This design comes from an exercise in tuning for small area, a short achievable clock period and few clock cycles per item on the open sky130 flow, not from production work. The RTL of this run was laid out without a check of its function.

**flow/run.sh**
```bash
#!/bin/bash
# synth_recipe.tcl (not shown) runs the flow's synth.tcl, then flattens the netlist and writes it again
# the make line also repeats each setting of config.mk as NAME=value (left out here)
make -C /OpenROAD-flow-scripts/flow DESIGN_CONFIG=/design/flow/config.mk WORK_HOME=/design/flow/orfs CLKGATE_MAP_FILE= SYNTH_SCRIPT=/design/flow/synth_recipe.tcl finish
```
**flow/config.mk**
```make
export PLATFORM = sky130hd
export DESIGN_NAME = mult_controller
export DESIGN_NICKNAME = mult_controller
export VERILOG_FILES = /design/flow/design.v
export SDC_FILE = /design/flow/constraint.sdc
export NUM_CORES = 4
export LEC_CHECK = 0
export CAP_MARGIN = 20
export CORE_MARGIN = 2
export CORE_UTILIZATION = 40
export SLEW_MARGIN = 20
```
**flow/constraint.sdc**
```tcl
create_clock -name core_clock -period 4.5 [get_ports {clk}]
set_input_delay 0.9000 -clock core_clock [delete_from_list [all_inputs] [get_ports {clk}]]
set_output_delay 0.9000 -clock core_clock [all_outputs]
set_load 0.01 [all_outputs]
```
**flow/design.v**
```verilog
module mult_controller #(
    parameter integer WIDTH = 32
)
(
    input logic clk,
    input logic rst_n,
    input logic start,
    input logic signed [WIDTH - 1: 0] multiplicand,
    input logic signed [WIDTH - 1: 0] multiplier,
    output logic signed [2 * WIDTH - 1: 0] product,
    output logic done
);
    logic [63:0] p;      
    logic busy;          
    wire [32:0] bx = {multiplier, 1'b0};
    wire [16:0] win = busy ? bx[32:16] : bx[16:0];
    wire [32:0] am = {multiplicand[31], multiplicand};   
    wire [32:0] a2 = {multiplicand, 1'b0};               
    wire [7:0] ng;
    wire [2:0] w0 = win[2:0];
    wire one0 = w0[0] ^ w0[1];
    wire two0 = (w0[2] & ~w0[1] & ~w0[0]) | (~w0[2] & w0[1] & w0[0]);
    assign ng[0] = w0[2];
    wire [32:0] x0 = ((am & {33{one0}}) | (a2 & {33{two0}})) ^ {33{ng[0]}};
    wire [2:0] w1 = win[4:2];
    wire one1 = w1[0] ^ w1[1];
    wire two1 = (w1[2] & ~w1[1] & ~w1[0]) | (~w1[2] & w1[1] & w1[0]);
    assign ng[1] = w1[2];
    wire [32:0] x1 = ((am & {33{one1}}) | (a2 & {33{two1}})) ^ {33{ng[1]}};
    wire [2:0] w2 = win[6:4];
    wire one2 = w2[0] ^ w2[1];
    wire two2 = (w2[2] & ~w2[1] & ~w2[0]) | (~w2[2] & w2[1] & w2[0]);
    assign ng[2] = w2[2];
    wire [32:0] x2 = ((am & {33{one2}}) | (a2 & {33{two2}})) ^ {33{ng[2]}};
    wire [2:0] w3 = win[8:6];
    wire one3 = w3[0] ^ w3[1];
    wire two3 = (w3[2] & ~w3[1] & ~w3[0]) | (~w3[2] & w3[1] & w3[0]);
    assign ng[3] = w3[2];
    wire [32:0] x3 = ((am & {33{one3}}) | (a2 & {33{two3}})) ^ {33{ng[3]}};
    wire [2:0] w4 = win[10:8];
    wire one4 = w4[0] ^ w4[1];
    wire two4 = (w4[2] & ~w4[1] & ~w4[0]) | (~w4[2] & w4[1] & w4[0]);
    assign ng[4] = w4[2];
    wire [32:0] x4 = ((am & {33{one4}}) | (a2 & {33{two4}})) ^ {33{ng[4]}};
    wire [2:0] w5 = win[12:10];
    wire one5 = w5[0] ^ w5[1];
    wire two5 = (w5[2] & ~w5[1] & ~w5[0]) | (~w5[2] & w5[1] & w5[0]);
    assign ng[5] = w5[2];
    wire [32:0] x5 = ((am & {33{one5}}) | (a2 & {33{two5}})) ^ {33{ng[5]}};
    wire [2:0] w6 = win[14:12];
    wire one6 = w6[0] ^ w6[1];
    wire two6 = (w6[2] & ~w6[1] & ~w6[0]) | (~w6[2] & w6[1] & w6[0]);
    assign ng[6] = w6[2];
    wire [32:0] x6 = ((am & {33{one6}}) | (a2 & {33{two6}})) ^ {33{ng[6]}};
    wire [2:0] w7 = win[16:14];
    wire one7 = w7[0] ^ w7[1];
    wire two7 = (w7[2] & ~w7[1] & ~w7[0]) | (~w7[2] & w7[1] & w7[0]);
    assign ng[7] = w7[2];
    wire [32:0] x7 = ((am & {33{one7}}) | (a2 & {33{two7}})) ^ {33{ng[7]}};
    wire [31:0] acc = p[63:32] & {32{busy}};
    wire s1 = x0[14] ^ x1[12];
    wire c2 = x0[14] & x1[12];
    wire s3 = x0[15] ^ x1[13];
    wire c4 = x0[15] & x1[13];
    wire s5 = x0[16] ^ x1[14];
    wire c6 = x0[16] & x1[14];
    wire s7 = x0[17] ^ x1[15];
    wire c8 = x0[17] & x1[15];
    wire s9 = x0[18] ^ x1[16];
    wire c10 = x0[18] & x1[16];
    wire s11 = x0[19] ^ x1[17];
    wire c12 = x0[19] & x1[17];
    wire s13 = x0[20] ^ x1[18];
    wire c14 = x0[20] & x1[18];
    wire s15 = x0[21] ^ x1[19];
    wire c16 = x0[21] & x1[19];
    wire s17 = x0[22] ^ x1[20];
    wire c18 = x0[22] & x1[20];
    wire s19 = x0[23] ^ x1[21];
    wire c20 = x0[23] & x1[21];
    wire s21 = x0[24] ^ x1[22];
    wire c22 = x0[24] & x1[22];
    wire s23 = x0[25] ^ x1[23];
    wire c24 = x0[25] & x1[23];
    wire s25 = x0[26] ^ x1[24];
    wire c26 = x0[26] & x1[24];
    wire s27 = x0[27] ^ x1[25];
    wire c28 = x0[27] & x1[25];
    wire s29 = x0[28] ^ x1[26];
    wire c30 = x0[28] & x1[26];
    wire s31 = x0[29] ^ x1[27];
    wire c32 = x0[29] & x1[27];
    wire s33 = x0[30] ^ x1[28];
    wire c34 = x0[30] & x1[28];
    wire s35 = x0[31] ^ x1[29] ^ x2[27];
    wire c36 = (x0[31] & x1[29]) | (x0[31] & x2[27]) | (x1[29] & x2[27]);
    wire s37 = x0[8] ^ x1[6];
    wire c38 = x0[8] & x1[6];
    wire s39 = x0[9] ^ x1[7];
    wire c40 = x0[9] & x1[7];
    wire s41 = x0[10] ^ x1[8] ^ x2[6];
    wire c42 = (x0[10] & x1[8]) | (x0[10] & x2[6]) | (x1[8] & x2[6]);
    wire s43 = x3[4] ^ x4[2];
    wire c44 = x3[4] & x4[2];
    wire s45 = x0[11] ^ x1[9] ^ x2[7];
    wire c46 = (x0[11] & x1[9]) | (x0[11] & x2[7]) | (x1[9] & x2[7]);
    wire s47 = x3[5] ^ x4[3];
    wire c48 = x3[5] & x4[3];
    wire s49 = x0[12] ^ x1[10] ^ x2[8];
    wire c50 = (x0[12] & x1[10]) | (x0[12] & x2[8]) | (x1[10] & x2[8]);
    wire s51 = x3[6] ^ x4[4] ^ x5[2];
    wire c52 = (x3[6] & x4[4]) | (x3[6] & x5[2]) | (x4[4] & x5[2]);
    wire s53 = x6[0] ^ ng[6];
    wire c54 = x6[0] & ng[6];
    wire s55 = x0[13] ^ x1[11] ^ x2[9];
    wire c56 = (x0[13] & x1[11]) | (x0[13] & x2[9]) | (x1[11] & x2[9]);
    wire s57 = x3[7] ^ x4[5] ^ x5[3];
    wire c58 = (x3[7] & x4[5]) | (x3[7] & x5[3]) | (x4[5] & x5[3]);
    wire s59 = x6[1] ^ acc[13];
    wire c60 = x6[1] & acc[13];
    wire s61 = s1 ^ x2[10] ^ x3[8];
    wire c62 = (s1 & x2[10]) | (s1 & x3[8]) | (x2[10] & x3[8]);
    wire s63 = x4[6] ^ x5[4] ^ x6[2];
    wire c64 = (x4[6] & x5[4]) | (x4[6] & x6[2]) | (x5[4] & x6[2]);
    wire s65 = x7[0] ^ ng[7] ^ acc[14];
    wire c66 = (x7[0] & ng[7]) | (x7[0] & acc[14]) | (ng[7] & acc[14]);
    wire s67 = s3 ^ x2[11] ^ x3[9];
    wire c68 = (s3 & x2[11]) | (s3 & x3[9]) | (x2[11] & x3[9]);
    wire s69 = x4[7] ^ x5[5] ^ x6[3];
    wire c70 = (x4[7] & x5[5]) | (x4[7] & x6[3]) | (x5[5] & x6[3]);
    wire s71 = x7[1] ^ acc[15] ^ c2;
    wire c72 = (x7[1] & acc[15]) | (x7[1] & c2) | (acc[15] & c2);
    wire s73 = s5 ^ x2[12] ^ x3[10];
    wire c74 = (s5 & x2[12]) | (s5 & x3[10]) | (x2[12] & x3[10]);
    wire s75 = x4[8] ^ x5[6] ^ x6[4];
    wire c76 = (x4[8] & x5[6]) | (x4[8] & x6[4]) | (x5[6] & x6[4]);
    wire s77 = x7[2] ^ acc[16] ^ c4;
    wire c78 = (x7[2] & acc[16]) | (x7[2] & c4) | (acc[16] & c4);
    wire s79 = s7 ^ x2[13] ^ x3[11];
    wire c80 = (s7 & x2[13]) | (s7 & x3[11]) | (x2[13] & x3[11]);
    wire s81 = x4[9] ^ x5[7] ^ x6[5];
    wire c82 = (x4[9] & x5[7]) | (x4[9] & x6[5]) | (x5[7] & x6[5]);
    wire s83 = x7[3] ^ acc[17] ^ c6;
    wire c84 = (x7[3] & acc[17]) | (x7[3] & c6) | (acc[17] & c6);
    wire s85 = s9 ^ x2[14] ^ x3[12];
    wire c86 = (s9 & x2[14]) | (s9 & x3[12]) | (x2[14] & x3[12]);
    wire s87 = x4[10] ^ x5[8] ^ x6[6];
    wire c88 = (x4[10] & x5[8]) | (x4[10] & x6[6]) | (x5[8] & x6[6]);
    wire s89 = x7[4] ^ acc[18] ^ c8;
    wire c90 = (x7[4] & acc[18]) | (x7[4] & c8) | (acc[18] & c8);
    wire s91 = s11 ^ x2[15] ^ x3[13];
    wire c92 = (s11 & x2[15]) | (s11 & x3[13]) | (x2[15] & x3[13]);
    wire s93 = x4[11] ^ x5[9] ^ x6[7];
    wire c94 = (x4[11] & x5[9]) | (x4[11] & x6[7]) | (x5[9] & x6[7]);
    wire s95 = x7[5] ^ acc[19] ^ c10;
    wire c96 = (x7[5] & acc[19]) | (x7[5] & c10) | (acc[19] & c10);
    wire s97 = s13 ^ x2[16] ^ x3[14];
    wire c98 = (s13 & x2[16]) | (s13 & x3[14]) | (x2[16] & x3[14]);
    wire s99 = x4[12] ^ x5[10] ^ x6[8];
    wire c100 = (x4[12] & x5[10]) | (x4[12] & x6[8]) | (x5[10] & x6[8]);
    wire s101 = x7[6] ^ acc[20] ^ c12;
    wire c102 = (x7[6] & acc[20]) | (x7[6] & c12) | (acc[20] & c12);
    wire s103 = s15 ^ x2[17] ^ x3[15];
    wire c104 = (s15 & x2[17]) | (s15 & x3[15]) | (x2[17] & x3[15]);
    wire s105 = x4[13] ^ x5[11] ^ x6[9];
    wire c106 = (x4[13] & x5[11]) | (x4[13] & x6[9]) | (x5[11] & x6[9]);
    wire s107 = x7[7] ^ acc[21] ^ c14;
    wire c108 = (x7[7] & acc[21]) | (x7[7] & c14) | (acc[21] & c14);
    wire s109 = s17 ^ x2[18] ^ x3[16];
    wire c110 = (s17 & x2[18]) | (s17 & x3[16]) | (x2[18] & x3[16]);
    wire s111 = x4[14] ^ x5[12] ^ x6[10];
    wire c112 = (x4[14] & x5[12]) | (x4[14] & x6[10]) | (x5[12] & x6[10]);
    wire s113 = x7[8] ^ acc[22] ^ c16;
    wire c114 = (x7[8] & acc[22]) | (x7[8] & c16) | (acc[22] & c16);
    wire s115 = s19 ^ x2[19] ^ x3[17];
    wire c116 = (s19 & x2[19]) | (s19 & x3[17]) | (x2[19] & x3[17]);
    wire s117 = x4[15] ^ x5[13] ^ x6[11];
    wire c118 = (x4[15] & x5[13]) | (x4[15] & x6[11]) | (x5[13] & x6[11]);
    wire s119 = x7[9] ^ acc[23] ^ c18;
    wire c120 = (x7[9] & acc[23]) | (x7[9] & c18) | (acc[23] & c18);
    wire s121 = s21 ^ x2[20] ^ x3[18];
    wire c122 = (s21 & x2[20]) | (s21 & x3[18]) | (x2[20] & x3[18]);
    wire s123 = x4[16] ^ x5[14] ^ x6[12];
    wire c124 = (x4[16] & x5[14]) | (x4[16] & x6[12]) | (x5[14] & x6[12]);
    wire s125 = x7[10] ^ acc[24] ^ c20;
    wire c126 = (x7[10] & acc[24]) | (x7[10] & c20) | (acc[24] & c20);
    wire s127 = s23 ^ x2[21] ^ x3[19];
    wire c128 = (s23 & x2[21]) | (s23 & x3[19]) | (x2[21] & x3[19]);
    wire s129 = x4[17] ^ x5[15] ^ x6[13];
    wire c130 = (x4[17] & x5[15]) | (x4[17] & x6[13]) | (x5[15] & x6[13]);
    wire s131 = x7[11] ^ acc[25] ^ c22;
    wire c132 = (x7[11] & acc[25]) | (x7[11] & c22) | (acc[25] & c22);
    wire s133 = s25 ^ x2[22] ^ x3[20];
    wire c134 = (s25 & x2[22]) | (s25 & x3[20]) | (x2[22] & x3[20]);
    wire s135 = x4[18] ^ x5[16] ^ x6[14];
    wire c136 = (x4[18] & x5[16]) | (x4[18] & x6[14]) | (x5[16] & x6[14]);
    wire s137 = x7[12] ^ acc[26] ^ c24;
    wire c138 = (x7[12] & acc[26]) | (x7[12] & c24) | (acc[26] & c24);
    wire s139 = s27 ^ x2[23] ^ x3[21];
    wire c140 = (s27 & x2[23]) | (s27 & x3[21]) | (x2[23] & x3[21]);
    wire s141 = x4[19] ^ x5[17] ^ x6[15];
    wire c142 = (x4[19] & x5[17]) | (x4[19] & x6[15]) | (x5[17] & x6[15]);
    wire s143 = x7[13] ^ acc[27] ^ c26;
    wire c144 = (x7[13] & acc[27]) | (x7[13] & c26) | (acc[27] & c26);
    wire s145 = s29 ^ x2[24] ^ x3[22];
    wire c146 = (s29 & x2[24]) | (s29 & x3[22]) | (x2[24] & x3[22]);
    wire s147 = x4[20] ^ x5[18] ^ x6[16];
    wire c148 = (x4[20] & x5[18]) | (x4[20] & x6[16]) | (x5[18] & x6[16]);
    wire s149 = x7[14] ^ acc[28] ^ c28;
    wire c150 = (x7[14] & acc[28]) | (x7[14] & c28) | (acc[28] & c28);
    wire s151 = s31 ^ x2[25] ^ x3[23];
    wire c152 = (s31 & x2[25]) | (s31 & x3[23]) | (x2[25] & x3[23]);
    wire s153 = x4[21] ^ x5[19] ^ x6[17];
    wire c154 = (x4[21] & x5[19]) | (x4[21] & x6[17]) | (x5[19] & x6[17]);
    wire s155 = x7[15] ^ acc[29] ^ c30;
    wire c156 = (x7[15] & acc[29]) | (x7[15] & c30) | (acc[29] & c30);
    wire s157 = s33 ^ x2[26] ^ x3[24];
    wire c158 = (s33 & x2[26]) | (s33 & x3[24]) | (x2[26] & x3[24]);
    wire s159 = x4[22] ^ x5[20] ^ x6[18];
    wire c160 = (x4[22] & x5[20]) | (x4[22] & x6[18]) | (x5[20] & x6[18]);
    wire s161 = x7[16] ^ acc[30] ^ c32;
    wire c162 = (x7[16] & acc[30]) | (x7[16] & c32) | (acc[30] & c32);
    wire s163 = s35 ^ x3[25] ^ x4[23];
    wire c164 = (s35 & x3[25]) | (s35 & x4[23]) | (x3[25] & x4[23]);
    wire s165 = x5[21] ^ x6[19] ^ x7[17];
    wire c166 = (x5[21] & x6[19]) | (x5[21] & x7[17]) | (x6[19] & x7[17]);
    wire s167 = ~acc[31] ^ 1'b1 ^ c34;
    wire c168 = (~acc[31] & 1'b1) | (~acc[31] & c34) | (1'b1 & c34);
    wire s169 = ~x0[32] ^ x1[30] ^ x2[28];
    wire c170 = (~x0[32] & x1[30]) | (~x0[32] & x2[28]) | (x1[30] & x2[28]);
    wire s171 = x3[26] ^ x4[24] ^ x5[22];
    wire c172 = (x3[26] & x4[24]) | (x3[26] & x5[22]) | (x4[24] & x5[22]);
    wire s173 = x6[20] ^ x7[18] ^ c36;
    wire c174 = (x6[20] & x7[18]) | (x6[20] & c36) | (x7[18] & c36);
    wire s175 = x1[31] ^ x2[29] ^ x3[27];
    wire c176 = (x1[31] & x2[29]) | (x1[31] & x3[27]) | (x2[29] & x3[27]);
    wire s177 = x4[25] ^ x5[23] ^ x6[21];
    wire c178 = (x4[25] & x5[23]) | (x4[25] & x6[21]) | (x5[23] & x6[21]);
    wire s179 = x7[19] ^ 1'b1;
    wire c180 = x7[19] & 1'b1;
    wire s181 = ~x1[32] ^ x2[30] ^ x3[28];
    wire c182 = (~x1[32] & x2[30]) | (~x1[32] & x3[28]) | (x2[30] & x3[28]);
    wire s183 = x4[26] ^ x5[24] ^ x6[22];
    wire c184 = (x4[26] & x5[24]) | (x4[26] & x6[22]) | (x5[24] & x6[22]);
    wire s185 = x2[31] ^ x3[29] ^ x4[27];
    wire c186 = (x2[31] & x3[29]) | (x2[31] & x4[27]) | (x3[29] & x4[27]);
    wire s187 = x5[25] ^ x6[23];
    wire c188 = x5[25] & x6[23];
    wire s189 = ~x2[32] ^ x3[30] ^ x4[28];
    wire c190 = (~x2[32] & x3[30]) | (~x2[32] & x4[28]) | (x3[30] & x4[28]);
    wire s191 = x3[31] ^ x4[29];
    wire c192 = x3[31] & x4[29];
    wire s193 = x0[4] ^ x1[2];
    wire c194 = x0[4] & x1[2];
    wire s195 = x0[5] ^ x1[3];
    wire c196 = x0[5] & x1[3];
    wire s197 = x0[6] ^ x1[4] ^ x2[2];
    wire c198 = (x0[6] & x1[4]) | (x0[6] & x2[2]) | (x1[4] & x2[2]);
    wire s199 = x3[0] ^ ng[3];
    wire c200 = x3[0] & ng[3];
    wire s201 = x0[7] ^ x1[5] ^ x2[3];
    wire c202 = (x0[7] & x1[5]) | (x0[7] & x2[3]) | (x1[5] & x2[3]);
    wire s203 = x3[1] ^ acc[7];
    wire c204 = x3[1] & acc[7];
    wire s205 = s37 ^ x2[4] ^ x3[2];
    wire c206 = (s37 & x2[4]) | (s37 & x3[2]) | (x2[4] & x3[2]);
    wire s207 = x4[0] ^ ng[4] ^ acc[8];
    wire c208 = (x4[0] & ng[4]) | (x4[0] & acc[8]) | (ng[4] & acc[8]);
    wire s209 = s39 ^ x2[5] ^ x3[3];
    wire c210 = (s39 & x2[5]) | (s39 & x3[3]) | (x2[5] & x3[3]);
    wire s211 = x4[1] ^ acc[9] ^ c38;
    wire c212 = (x4[1] & acc[9]) | (x4[1] & c38) | (acc[9] & c38);
    wire s213 = s41 ^ s43 ^ x5[0];
    wire c214 = (s41 & s43) | (s41 & x5[0]) | (s43 & x5[0]);
    wire s215 = ng[5] ^ acc[10] ^ c40;
    wire c216 = (ng[5] & acc[10]) | (ng[5] & c40) | (acc[10] & c40);
    wire s217 = s45 ^ s47 ^ x5[1];
    wire c218 = (s45 & s47) | (s45 & x5[1]) | (s47 & x5[1]);
    wire s219 = acc[11] ^ c42 ^ c44;
    wire c220 = (acc[11] & c42) | (acc[11] & c44) | (c42 & c44);
    wire s221 = s49 ^ s51 ^ s53;
    wire c222 = (s49 & s51) | (s49 & s53) | (s51 & s53);
    wire s223 = acc[12] ^ c46 ^ c48;
    wire c224 = (acc[12] & c46) | (acc[12] & c48) | (c46 & c48);
    wire s225 = s55 ^ s57 ^ s59;
    wire c226 = (s55 & s57) | (s55 & s59) | (s57 & s59);
    wire s227 = c50 ^ c52 ^ c54;
    wire c228 = (c50 & c52) | (c50 & c54) | (c52 & c54);
    wire s229 = s61 ^ s63 ^ s65;
    wire c230 = (s61 & s63) | (s61 & s65) | (s63 & s65);
    wire s231 = c56 ^ c58 ^ c60;
    wire c232 = (c56 & c58) | (c56 & c60) | (c58 & c60);
    wire s233 = s67 ^ s69 ^ s71;
    wire c234 = (s67 & s69) | (s67 & s71) | (s69 & s71);
    wire s235 = c62 ^ c64 ^ c66;
    wire c236 = (c62 & c64) | (c62 & c66) | (c64 & c66);
    wire s237 = s73 ^ s75 ^ s77;
    wire c238 = (s73 & s75) | (s73 & s77) | (s75 & s77);
    wire s239 = c68 ^ c70 ^ c72;
    wire c240 = (c68 & c70) | (c68 & c72) | (c70 & c72);
    wire s241 = s79 ^ s81 ^ s83;
    wire c242 = (s79 & s81) | (s79 & s83) | (s81 & s83);
    wire s243 = c74 ^ c76 ^ c78;
    wire c244 = (c74 & c76) | (c74 & c78) | (c76 & c78);
    wire s245 = s85 ^ s87 ^ s89;
    wire c246 = (s85 & s87) | (s85 & s89) | (s87 & s89);
    wire s247 = c80 ^ c82 ^ c84;
    wire c248 = (c80 & c82) | (c80 & c84) | (c82 & c84);
    wire s249 = s91 ^ s93 ^ s95;
    wire c250 = (s91 & s93) | (s91 & s95) | (s93 & s95);
    wire s251 = c86 ^ c88 ^ c90;
    wire c252 = (c86 & c88) | (c86 & c90) | (c88 & c90);
    wire s253 = s97 ^ s99 ^ s101;
    wire c254 = (s97 & s99) | (s97 & s101) | (s99 & s101);
    wire s255 = c92 ^ c94 ^ c96;
    wire c256 = (c92 & c94) | (c92 & c96) | (c94 & c96);
    wire s257 = s103 ^ s105 ^ s107;
    wire c258 = (s103 & s105) | (s103 & s107) | (s105 & s107);
    wire s259 = c98 ^ c100 ^ c102;
    wire c260 = (c98 & c100) | (c98 & c102) | (c100 & c102);
    wire s261 = s109 ^ s111 ^ s113;
    wire c262 = (s109 & s111) | (s109 & s113) | (s111 & s113);
    wire s263 = c104 ^ c106 ^ c108;
    wire c264 = (c104 & c106) | (c104 & c108) | (c106 & c108);
    wire s265 = s115 ^ s117 ^ s119;
    wire c266 = (s115 & s117) | (s115 & s119) | (s117 & s119);
    wire s267 = c110 ^ c112 ^ c114;
    wire c268 = (c110 & c112) | (c110 & c114) | (c112 & c114);
    wire s269 = s121 ^ s123 ^ s125;
    wire c270 = (s121 & s123) | (s121 & s125) | (s123 & s125);
    wire s271 = c116 ^ c118 ^ c120;
    wire c272 = (c116 & c118) | (c116 & c120) | (c118 & c120);
    wire s273 = s127 ^ s129 ^ s131;
    wire c274 = (s127 & s129) | (s127 & s131) | (s129 & s131);
    wire s275 = c122 ^ c124 ^ c126;
    wire c276 = (c122 & c124) | (c122 & c126) | (c124 & c126);
    wire s277 = s133 ^ s135 ^ s137;
    wire c278 = (s133 & s135) | (s133 & s137) | (s135 & s137);
    wire s279 = c128 ^ c130 ^ c132;
    wire c280 = (c128 & c130) | (c128 & c132) | (c130 & c132);
    wire s281 = s139 ^ s141 ^ s143;
    wire c282 = (s139 & s141) | (s139 & s143) | (s141 & s143);
    wire s283 = c134 ^ c136 ^ c138;
    wire c284 = (c134 & c136) | (c134 & c138) | (c136 & c138);
    wire s285 = s145 ^ s147 ^ s149;
    wire c286 = (s145 & s147) | (s145 & s149) | (s147 & s149);
    wire s287 = c140 ^ c142 ^ c144;
    wire c288 = (c140 & c142) | (c140 & c144) | (c142 & c144);
    wire s289 = s151 ^ s153 ^ s155;
    wire c290 = (s151 & s153) | (s151 & s155) | (s153 & s155);
    wire s291 = c146 ^ c148 ^ c150;
    wire c292 = (c146 & c148) | (c146 & c150) | (c148 & c150);
    wire s293 = s157 ^ s159 ^ s161;
    wire c294 = (s157 & s159) | (s157 & s161) | (s159 & s161);
    wire s295 = c152 ^ c154 ^ c156;
    wire c296 = (c152 & c154) | (c152 & c156) | (c154 & c156);
    wire s297 = s163 ^ s165 ^ s167;
    wire c298 = (s163 & s165) | (s163 & s167) | (s165 & s167);
    wire s299 = c158 ^ c160 ^ c162;
    wire c300 = (c158 & c160) | (c158 & c162) | (c160 & c162);
    wire s301 = s169 ^ s171 ^ s173;
    wire c302 = (s169 & s171) | (s169 & s173) | (s171 & s173);
    wire s303 = c164 ^ c166 ^ c168;
    wire c304 = (c164 & c166) | (c164 & c168) | (c166 & c168);
    wire s305 = s175 ^ s177 ^ s179;
    wire c306 = (s175 & s177) | (s175 & s179) | (s177 & s179);
    wire s307 = c170 ^ c172 ^ c174;
    wire c308 = (c170 & c172) | (c170 & c174) | (c172 & c174);
    wire s309 = s181 ^ s183 ^ x7[20];
    wire c310 = (s181 & s183) | (s181 & x7[20]) | (s183 & x7[20]);
    wire s311 = c176 ^ c178 ^ c180;
    wire c312 = (c176 & c178) | (c176 & c180) | (c178 & c180);
    wire s313 = s185 ^ s187 ^ x7[21];
    wire c314 = (s185 & s187) | (s185 & x7[21]) | (s187 & x7[21]);
    wire s315 = 1'b1 ^ c182 ^ c184;
    wire c316 = (1'b1 & c182) | (1'b1 & c184) | (c182 & c184);
    wire s317 = s189 ^ x5[26] ^ x6[24];
    wire c318 = (s189 & x5[26]) | (s189 & x6[24]) | (x5[26] & x6[24]);
    wire s319 = x7[22] ^ c186 ^ c188;
    wire c320 = (x7[22] & c186) | (x7[22] & c188) | (c186 & c188);
    wire s321 = s191 ^ x5[27] ^ x6[25];
    wire c322 = (s191 & x5[27]) | (s191 & x6[25]) | (x5[27] & x6[25]);
    wire s323 = x7[23] ^ 1'b1 ^ c190;
    wire c324 = (x7[23] & 1'b1) | (x7[23] & c190) | (1'b1 & c190);
    wire s325 = ~x3[32] ^ x4[30] ^ x5[28];
    wire c326 = (~x3[32] & x4[30]) | (~x3[32] & x5[28]) | (x4[30] & x5[28]);
    wire s327 = x6[26] ^ x7[24] ^ c192;
    wire c328 = (x6[26] & x7[24]) | (x6[26] & c192) | (x7[24] & c192);
    wire s329 = x4[31] ^ x5[29] ^ x6[27];
    wire c330 = (x4[31] & x5[29]) | (x4[31] & x6[27]) | (x5[29] & x6[27]);
    wire s331 = x7[25] ^ 1'b1;
    wire c332 = x7[25] & 1'b1;
    wire s333 = ~x4[32] ^ x5[30] ^ x6[28];
    wire c334 = (~x4[32] & x5[30]) | (~x4[32] & x6[28]) | (x5[30] & x6[28]);
    wire s335 = x5[31] ^ x6[29];
    wire c336 = x5[31] & x6[29];
    wire s337 = x0[2] ^ x1[0];
    wire c338 = x0[2] & x1[0];
    wire s339 = x0[3] ^ x1[1];
    wire c340 = x0[3] & x1[1];
    wire s341 = s193 ^ x2[0] ^ ng[2];
    wire c342 = (s193 & x2[0]) | (s193 & ng[2]) | (x2[0] & ng[2]);
    wire s343 = s195 ^ x2[1] ^ acc[5];
    wire c344 = (s195 & x2[1]) | (s195 & acc[5]) | (x2[1] & acc[5]);
    wire s345 = s197 ^ s199 ^ acc[6];
    wire c346 = (s197 & s199) | (s197 & acc[6]) | (s199 & acc[6]);
    wire s347 = s201 ^ s203 ^ c198;
    wire c348 = (s201 & s203) | (s201 & c198) | (s203 & c198);
    wire s349 = s205 ^ s207 ^ c202;
    wire c350 = (s205 & s207) | (s205 & c202) | (s207 & c202);
    wire s351 = s209 ^ s211 ^ c206;
    wire c352 = (s209 & s211) | (s209 & c206) | (s211 & c206);
    wire s353 = s213 ^ s215 ^ c210;
    wire c354 = (s213 & s215) | (s213 & c210) | (s215 & c210);
    wire s355 = s217 ^ s219 ^ c214;
    wire c356 = (s217 & s219) | (s217 & c214) | (s219 & c214);
    wire s357 = s221 ^ s223 ^ c218;
    wire c358 = (s221 & s223) | (s221 & c218) | (s223 & c218);
    wire s359 = s225 ^ s227 ^ c222;
    wire c360 = (s225 & s227) | (s225 & c222) | (s227 & c222);
    wire s361 = s229 ^ s231 ^ c226;
    wire c362 = (s229 & s231) | (s229 & c226) | (s231 & c226);
    wire s363 = s233 ^ s235 ^ c230;
    wire c364 = (s233 & s235) | (s233 & c230) | (s235 & c230);
    wire s365 = s237 ^ s239 ^ c234;
    wire c366 = (s237 & s239) | (s237 & c234) | (s239 & c234);
    wire s367 = s241 ^ s243 ^ c238;
    wire c368 = (s241 & s243) | (s241 & c238) | (s243 & c238);
    wire s369 = s245 ^ s247 ^ c242;
    wire c370 = (s245 & s247) | (s245 & c242) | (s247 & c242);
    wire s371 = s249 ^ s251 ^ c246;
    wire c372 = (s249 & s251) | (s249 & c246) | (s251 & c246);
    wire s373 = s253 ^ s255 ^ c250;
    wire c374 = (s253 & s255) | (s253 & c250) | (s255 & c250);
    wire s375 = s257 ^ s259 ^ c254;
    wire c376 = (s257 & s259) | (s257 & c254) | (s259 & c254);
    wire s377 = s261 ^ s263 ^ c258;
    wire c378 = (s261 & s263) | (s261 & c258) | (s263 & c258);
    wire s379 = s265 ^ s267 ^ c262;
    wire c380 = (s265 & s267) | (s265 & c262) | (s267 & c262);
    wire s381 = s269 ^ s271 ^ c266;
    wire c382 = (s269 & s271) | (s269 & c266) | (s271 & c266);
    wire s383 = s273 ^ s275 ^ c270;
    wire c384 = (s273 & s275) | (s273 & c270) | (s275 & c270);
    wire s385 = s277 ^ s279 ^ c274;
    wire c386 = (s277 & s279) | (s277 & c274) | (s279 & c274);
    wire s387 = s281 ^ s283 ^ c278;
    wire c388 = (s281 & s283) | (s281 & c278) | (s283 & c278);
    wire s389 = s285 ^ s287 ^ c282;
    wire c390 = (s285 & s287) | (s285 & c282) | (s287 & c282);
    wire s391 = s289 ^ s291 ^ c286;
    wire c392 = (s289 & s291) | (s289 & c286) | (s291 & c286);
    wire s393 = s293 ^ s295 ^ c290;
    wire c394 = (s293 & s295) | (s293 & c290) | (s295 & c290);
    wire s395 = s297 ^ s299 ^ c294;
    wire c396 = (s297 & s299) | (s297 & c294) | (s299 & c294);
    wire s397 = s301 ^ s303 ^ c298;
    wire c398 = (s301 & s303) | (s301 & c298) | (s303 & c298);
    wire s399 = s305 ^ s307 ^ c302;
    wire c400 = (s305 & s307) | (s305 & c302) | (s307 & c302);
    wire s401 = s309 ^ s311 ^ c306;
    wire c402 = (s309 & s311) | (s309 & c306) | (s311 & c306);
    wire s403 = s313 ^ s315 ^ c310;
    wire c404 = (s313 & s315) | (s313 & c310) | (s315 & c310);
    wire s405 = s317 ^ s319 ^ c314;
    wire c406 = (s317 & s319) | (s317 & c314) | (s319 & c314);
    wire s407 = s321 ^ s323 ^ c318;
    wire c408 = (s321 & s323) | (s321 & c318) | (s323 & c318);
    wire s409 = s325 ^ s327 ^ c322;
    wire c410 = (s325 & s327) | (s325 & c322) | (s327 & c322);
    wire s411 = s329 ^ s331 ^ c326;
    wire c412 = (s329 & s331) | (s329 & c326) | (s331 & c326);
    wire s413 = s333 ^ x7[26] ^ c330;
    wire c414 = (s333 & x7[26]) | (s333 & c330) | (x7[26] & c330);
    wire s415 = s335 ^ x7[27] ^ 1'b1;
    wire c416 = (s335 & x7[27]) | (s335 & 1'b1) | (x7[27] & 1'b1);
    wire s417 = ~x5[32] ^ x6[30] ^ x7[28];
    wire c418 = (~x5[32] & x6[30]) | (~x5[32] & x7[28]) | (x6[30] & x7[28]);
    wire s419 = x6[31] ^ x7[29];
    wire c420 = x6[31] & x7[29];
    wire s421 = x0[0] ^ ng[0];
    wire c422 = x0[0] & ng[0];
    wire s423 = x0[1] ^ acc[1];
    wire c424 = x0[1] & acc[1];
    wire s425 = s337 ^ ng[1] ^ acc[2];
    wire c426 = (s337 & ng[1]) | (s337 & acc[2]) | (ng[1] & acc[2]);
    wire s427 = s339 ^ acc[3] ^ c338;
    wire c428 = (s339 & acc[3]) | (s339 & c338) | (acc[3] & c338);
    wire s429 = s341 ^ acc[4] ^ c340;
    wire c430 = (s341 & acc[4]) | (s341 & c340) | (acc[4] & c340);
    wire s431 = s343 ^ c194 ^ c342;
    wire c432 = (s343 & c194) | (s343 & c342) | (c194 & c342);
    wire s433 = s345 ^ c196 ^ c344;
    wire c434 = (s345 & c196) | (s345 & c344) | (c196 & c344);
    wire s435 = s347 ^ c200 ^ c346;
    wire c436 = (s347 & c200) | (s347 & c346) | (c200 & c346);
    wire s437 = s349 ^ c204 ^ c348;
    wire c438 = (s349 & c204) | (s349 & c348) | (c204 & c348);
    wire s439 = s351 ^ c208 ^ c350;
    wire c440 = (s351 & c208) | (s351 & c350) | (c208 & c350);
    wire s441 = s353 ^ c212 ^ c352;
    wire c442 = (s353 & c212) | (s353 & c352) | (c212 & c352);
    wire s443 = s355 ^ c216 ^ c354;
    wire c444 = (s355 & c216) | (s355 & c354) | (c216 & c354);
    wire s445 = s357 ^ c220 ^ c356;
    wire c446 = (s357 & c220) | (s357 & c356) | (c220 & c356);
    wire s447 = s359 ^ c224 ^ c358;
    wire c448 = (s359 & c224) | (s359 & c358) | (c224 & c358);
    wire s449 = s361 ^ c228 ^ c360;
    wire c450 = (s361 & c228) | (s361 & c360) | (c228 & c360);
    wire s451 = s363 ^ c232 ^ c362;
    wire c452 = (s363 & c232) | (s363 & c362) | (c232 & c362);
    wire s453 = s365 ^ c236 ^ c364;
    wire c454 = (s365 & c236) | (s365 & c364) | (c236 & c364);
    wire s455 = s367 ^ c240 ^ c366;
    wire c456 = (s367 & c240) | (s367 & c366) | (c240 & c366);
    wire s457 = s369 ^ c244 ^ c368;
    wire c458 = (s369 & c244) | (s369 & c368) | (c244 & c368);
    wire s459 = s371 ^ c248 ^ c370;
    wire c460 = (s371 & c248) | (s371 & c370) | (c248 & c370);
    wire s461 = s373 ^ c252 ^ c372;
    wire c462 = (s373 & c252) | (s373 & c372) | (c252 & c372);
    wire s463 = s375 ^ c256 ^ c374;
    wire c464 = (s375 & c256) | (s375 & c374) | (c256 & c374);
    wire s465 = s377 ^ c260 ^ c376;
    wire c466 = (s377 & c260) | (s377 & c376) | (c260 & c376);
    wire s467 = s379 ^ c264 ^ c378;
    wire c468 = (s379 & c264) | (s379 & c378) | (c264 & c378);
    wire s469 = s381 ^ c268 ^ c380;
    wire c470 = (s381 & c268) | (s381 & c380) | (c268 & c380);
    wire s471 = s383 ^ c272 ^ c382;
    wire c472 = (s383 & c272) | (s383 & c382) | (c272 & c382);
    wire s473 = s385 ^ c276 ^ c384;
    wire c474 = (s385 & c276) | (s385 & c384) | (c276 & c384);
    wire s475 = s387 ^ c280 ^ c386;
    wire c476 = (s387 & c280) | (s387 & c386) | (c280 & c386);
    wire s477 = s389 ^ c284 ^ c388;
    wire c478 = (s389 & c284) | (s389 & c388) | (c284 & c388);
    wire s479 = s391 ^ c288 ^ c390;
    wire c480 = (s391 & c288) | (s391 & c390) | (c288 & c390);
    wire s481 = s393 ^ c292 ^ c392;
    wire c482 = (s393 & c292) | (s393 & c392) | (c292 & c392);
    wire s483 = s395 ^ c296 ^ c394;
    wire c484 = (s395 & c296) | (s395 & c394) | (c296 & c394);
    wire s485 = s397 ^ c300 ^ c396;
    wire c486 = (s397 & c300) | (s397 & c396) | (c300 & c396);
    wire s487 = s399 ^ c304 ^ c398;
    wire c488 = (s399 & c304) | (s399 & c398) | (c304 & c398);
    wire s489 = s401 ^ c308 ^ c400;
    wire c490 = (s401 & c308) | (s401 & c400) | (c308 & c400);
    wire s491 = s403 ^ c312 ^ c402;
    wire c492 = (s403 & c312) | (s403 & c402) | (c312 & c402);
    wire s493 = s405 ^ c316 ^ c404;
    wire c494 = (s405 & c316) | (s405 & c404) | (c316 & c404);
    wire s495 = s407 ^ c320 ^ c406;
    wire c496 = (s407 & c320) | (s407 & c406) | (c320 & c406);
    wire s497 = s409 ^ c324 ^ c408;
    wire c498 = (s409 & c324) | (s409 & c408) | (c324 & c408);
    wire s499 = s411 ^ c328 ^ c410;
    wire c500 = (s411 & c328) | (s411 & c410) | (c328 & c410);
    wire s501 = s413 ^ c332 ^ c412;
    wire c502 = (s413 & c332) | (s413 & c412) | (c332 & c412);
    wire s503 = s415 ^ c334 ^ c414;
    wire c504 = (s415 & c334) | (s415 & c414) | (c334 & c414);
    wire s505 = s417 ^ c336 ^ c416;
    wire c506 = (s417 & c336) | (s417 & c416) | (c336 & c416);
    wire s507 = s419 ^ 1'b1 ^ c418;
    wire c508 = (s419 & 1'b1) | (s419 & c418) | (1'b1 & c418);
    wire s509 = ~x6[32] ^ x7[30] ^ c420;
    wire c510 = (~x6[32] & x7[30]) | (~x6[32] & c420) | (x7[30] & c420);
    wire s511 = x7[31] ^ 1'b1;
    wire c512 = x7[31] & 1'b1;
    wire [47:0] r0 = {1'b1 , ~x7[32] , s511 , s509 , s507 , s505 , s503 , s501 , s499 , s497 , s495 , s493 , s491 , s489 , s487 , s485 , s483 , s481 , s479 , s477 , s475 , s473 , s471 , s469 , s467 , s465 , s463 , s461 , s459 , s457 , s455 , s453 , s451 , s449 , s447 , s445 , s443 , s441 , s439 , s437 , s435 , s433 , s431 , s429 , s427 , s425 , s423 , s421};
    wire [47:0] r1 = {1'b0 , c512 , c510 , c508 , c506 , c504 , c502 , c500 , c498 , c496 , c494 , c492 , c490 , c488 , c486 , c484 , c482 , c480 , c478 , c476 , c474 , c472 , c470 , c468 , c466 , c464 , c462 , c460 , c458 , c456 , c454 , c452 , c450 , c448 , c446 , c444 , c442 , c440 , c438 , c436 , c434 , c432 , c430 , c428 , c426 , c424 , c422 , acc[0]};
    wire [47:0] sum = r0 + r1;
    always_ff @(posedge clk or negedge rst_n) begin
        if (!rst_n) begin
            busy <= 1'b0;
            done <= 1'b0;
        end else if (busy) begin
            busy <= 1'b0;
            done <= 1'b1;
        end else if (start) begin
            busy <= 1'b1;
            done <= 1'b0;
        end
    end
    always_ff @(posedge clk) begin
        if (busy || start)
            p <= {sum[47:16], sum[15:0], p[31:16]};
    end
    assign product = p;
endmodule
```
==> flow_summary.toml <==
[outcome]
status = "complete, but fails checks"
failed_checks = "negative setup slack"

[global_routing]
grt_max_degree = 38
grt_antenna_before_repair = 2
grt_pass1_wl_um = 121000
grt_pass1_vias = 20700
gr-total-overflow = 0
grt_use_total_pct = 33.8

[setup_path]
worstPathMaxFanout = 12
setup.worst_path.start_class = "register"
rr_endpoint = "p[50]$_DFFE_PP_"
critPathCaptureType = "register"
worst_r2r_path_depth = 25
rrSetupSlack_ns = -1.87
worstSetupPathType = "reg2reg"
rr_startpoint = "busy$_DFF_PN0_"
crit_arrival_ns = 6.48
worstPathRequired_ns = 4.62

[yosys]
syn_area_mm2 = 0.0180
syn-num-nets = 2831
synth_common_cells = "nor2_1 (539), inv_1 (226), clkbuf_1 (224)"
synth.top_cell.area_share_pct = 23.5
yosys_warnings = 1
synthArstFlopShare_pct = 3.03
synthTopCellsByArea = "fa_1 (24%), nor2_1 (11%), edfxtp_1 (11%), o21ai_0 (6.0%), ha_1 (5.9%)"
synth_most_common_cell = "nor2_1"
yosysTopAreaCell = "fa_1"
synth_cell_types = 66
synth_edf_count = 64
syn_area_per_cell_um2 = 7.28
synth_top_flop_cell = "edfxtp_1"
synthCells = 2468
ys_ff_latch = 66
ys_seq_area_share_pct = 11.0

[die]
row_count = 77
start_util_pct = 40.5
pin_count = 132
dieArea_mm2 = 0.0466
die_h_um = 216
coreArea_mm2 = 0.0443
die_w_um = 216

[hold_path]
holdPathEnd = "p[7]$_DFFE_PP_"
hold_path_class = "reg2reg"
min_path_cells = 0
min-delay-start = "p[23]$_DFFE_PP_"

[clock_tree]
h-tree-depth = 3
ctsLongestPathBuffers = 2
cts_tree = "yes"
cts-hold-fix-buffers = 0
clock_sinks = 66
clock-root-buffer = "clkbuf_16"
cts.reportedPaths.clkPinSlew_ns = 0.06
numCtsBuffers = 9
clock_latency_ns = 0.38

[placement]
dpl_cell_area_mm2 = 0.0242
dp_hpwl_um = 58900
place.gp.congestion = 0.971
io_buffers = 131

[cells_and_area]
area_growth_pct = 54.1
fin_nets = 3358
drive_gt1_share_pct = 33.8
final_area_mm2 = 0.0277
n_antenna_cell = 0

[route]
drt_pass1_iterations = 8
drc = 0
drtAntennaViolNets = 0
drt_iter0_drc = 2030
wl_per_cell_um = 22.5
vias_per_cell = 5.89
dr_total_vias = 21100
wirelength_um = 80700

[sta]
setup-violations-final = 42
rsz0062_at_grt = "true"
setup_ws_ns = -1.87
fin_worst_skew_ns = 0.0137
worst_pin_slew_ns = 0.674
fin_hold_ws_ns = 0.449
maxSlewViolCount = 0
max_freq_mhz = 157
relSlewSlack_pct = 55.1
tns_ns = -58.58
report.final.hold_viol_count = 0
timing.final.crit_share_pct = 142
period_needed_ns = 6.37

[run]
maxCapViolations = 0
-- kinds of logic (layout without fill, tap and decap cells) --
| kind of cell | Yosys count | in the layout | share of synthesized area [%] |
|---|---|---|---|
| and+or+nand+nor | 864 | 865 | 20.0 |
| AOI/OAI and AO/OA | 645 | 645 | 23.6 |
| muxes | 20 | 20 | 1.23 |
| adders and majority gates | 296 | 296 | 29.4 |
| buffers and inverters | 489 | 1020 | 10.4 |
| DFF | 66 | 66 | 11.0 |
| xor gates and xnor gates | 88 | 88 | 4.29 |
-- registers in the layout, indices dropped and copies added, names as in the netlist --
| name | flops |
|---|---|
| done | 1 |
| p | 64 |
| busy | 1 |
-- layout make-up --
type / count / area (um2)
Fill cell: 3775 / 16600
Multi-Input combinational cell: 1914 / 16400
Timing Repair Buffer: 778 / 7450
Sequential cell: 66 / 1970
Inverter: 226 / 851
Tap cell: 592 / 741
Clock buffer: 9 / 225
Clock inverter: 7 / 76.3
-- worst max path at each step --
| stage | from | to | cells past startpoint |
|---|---|---|---|
| finish | busy$_DFF_PN0_ | p[50]$_DFFE_PP_ | 25 |
| floorplan | multiplier[3] | p[54]$_DFFE_PP_ | 25 |
| CTS | busy$_DFF_PN0_ | p[54]$_DFFE_PP_ | 25 |
| global route | multiplier[12] | p[58]$_DFFE_PP_ | 25 |
| detailed placement | multiplier[13] | p[59]$_DFFE_PP_ | 26 |
| global placement | multiplier[13] | p[59]$_DFFE_PP_ | 26 |
-- critical path, stage by stage, from the launching register on --
cell      delay (ns)
dfrtp_2         0.48
buf_12          0.18
buf_4           0.13
mux2_4          0.32
xnor2_2         0.15
and2_4          0.19
buf_12          0.16
buf_4           0.13
a22oi_1         0.18
o21ai_2         0.11
fa_1            0.52
fa_1            0.56
inv_1           0.06
fa_1            0.56
inv_2           0.05
fa_1            0.53
ha_4            0.33
nand4_1         0.25
nor3_2          0.30
nand2_1         0.13
nor3_4          0.17
buf_12          0.15
nor2_4          0.03
nand3b_1        0.14
a41oi_2         0.12
xnor2_1         0.16
-- placed cells by master, fill, tap and decap left out, drive strengths merged, types with 15 or more instances in the layout --
cell             n
inv            228
a21oi           97
nor2           539
mux2i           15
nor3           100
a221oi         121
ha              85
dlygate4sd2     19
a21o            20
buf            652
clkdlybuf4s50  101
a22oi          130
fa             211
xnor2           35
xor2            53
o21ai          223
nand2          140
edfxtp          64
and2            33
-- routing by layer --
| metal | global-route usage (%) | part of all wire (%) | vias to the layer above |
|---|---|---|---|
| met5 | 0 | 0.015 | - |
| met4 | 20.3 | 6.8 | 2 |
| met3 | 6.91 | 8.8 | 305 |
| met2 | 55.6 | 47 | 1141 |
| met1 | 40.9 | 37 | 10300 |
| li1 | - | - | 9408 |
-- per-stage QoR --
stage | cells | setup WS (ns) | util (%)
detailed placement | 3483 | -2.93 | 54.6
global placement | 3483 | -2.85 | 54.6
global route | 3592 | -2.06 | 62.4
finish | 3592 | -1.87 | 62.4
floorplan | 2468 | -1.78 | -
CTS | 3585 | -1.87 | 61.6
-- what timing repair did --
action,4_1_cts,5_1_grt
buffers inserted,86,8
gates cloned,12,0
pin swaps,204,39
resized for setup,483,79
endpoints found under the setup margin,43,43

==> separate check: timing with driven ports <==
The results above use ideal ports. As a check the final layout listed here was re-extracted and re-timed, cells and wires unchanged. Step 1, drivers: a clkbuf_16 drives clk and a buf_2 each remaining input, both assumed. Step 2 adds t to the input delays and takes it off the output delays; t is the mean of the earliest and latest rising clock arrival at the registers after step 1. Input paths then give back, and output paths get back, about the clock's delay inside the block. a / b / c = no drivers / after step 1 / after step 2; a / b = the first two.
t, ns: 0.426
setup WS [ns]: -1.868 / -1.868 / -2.251
worst data-port slew with drivers (ns): 0.06
The setup slack of this run moves by 0.000 ns with the drivers and by -0.383 ns with both steps.
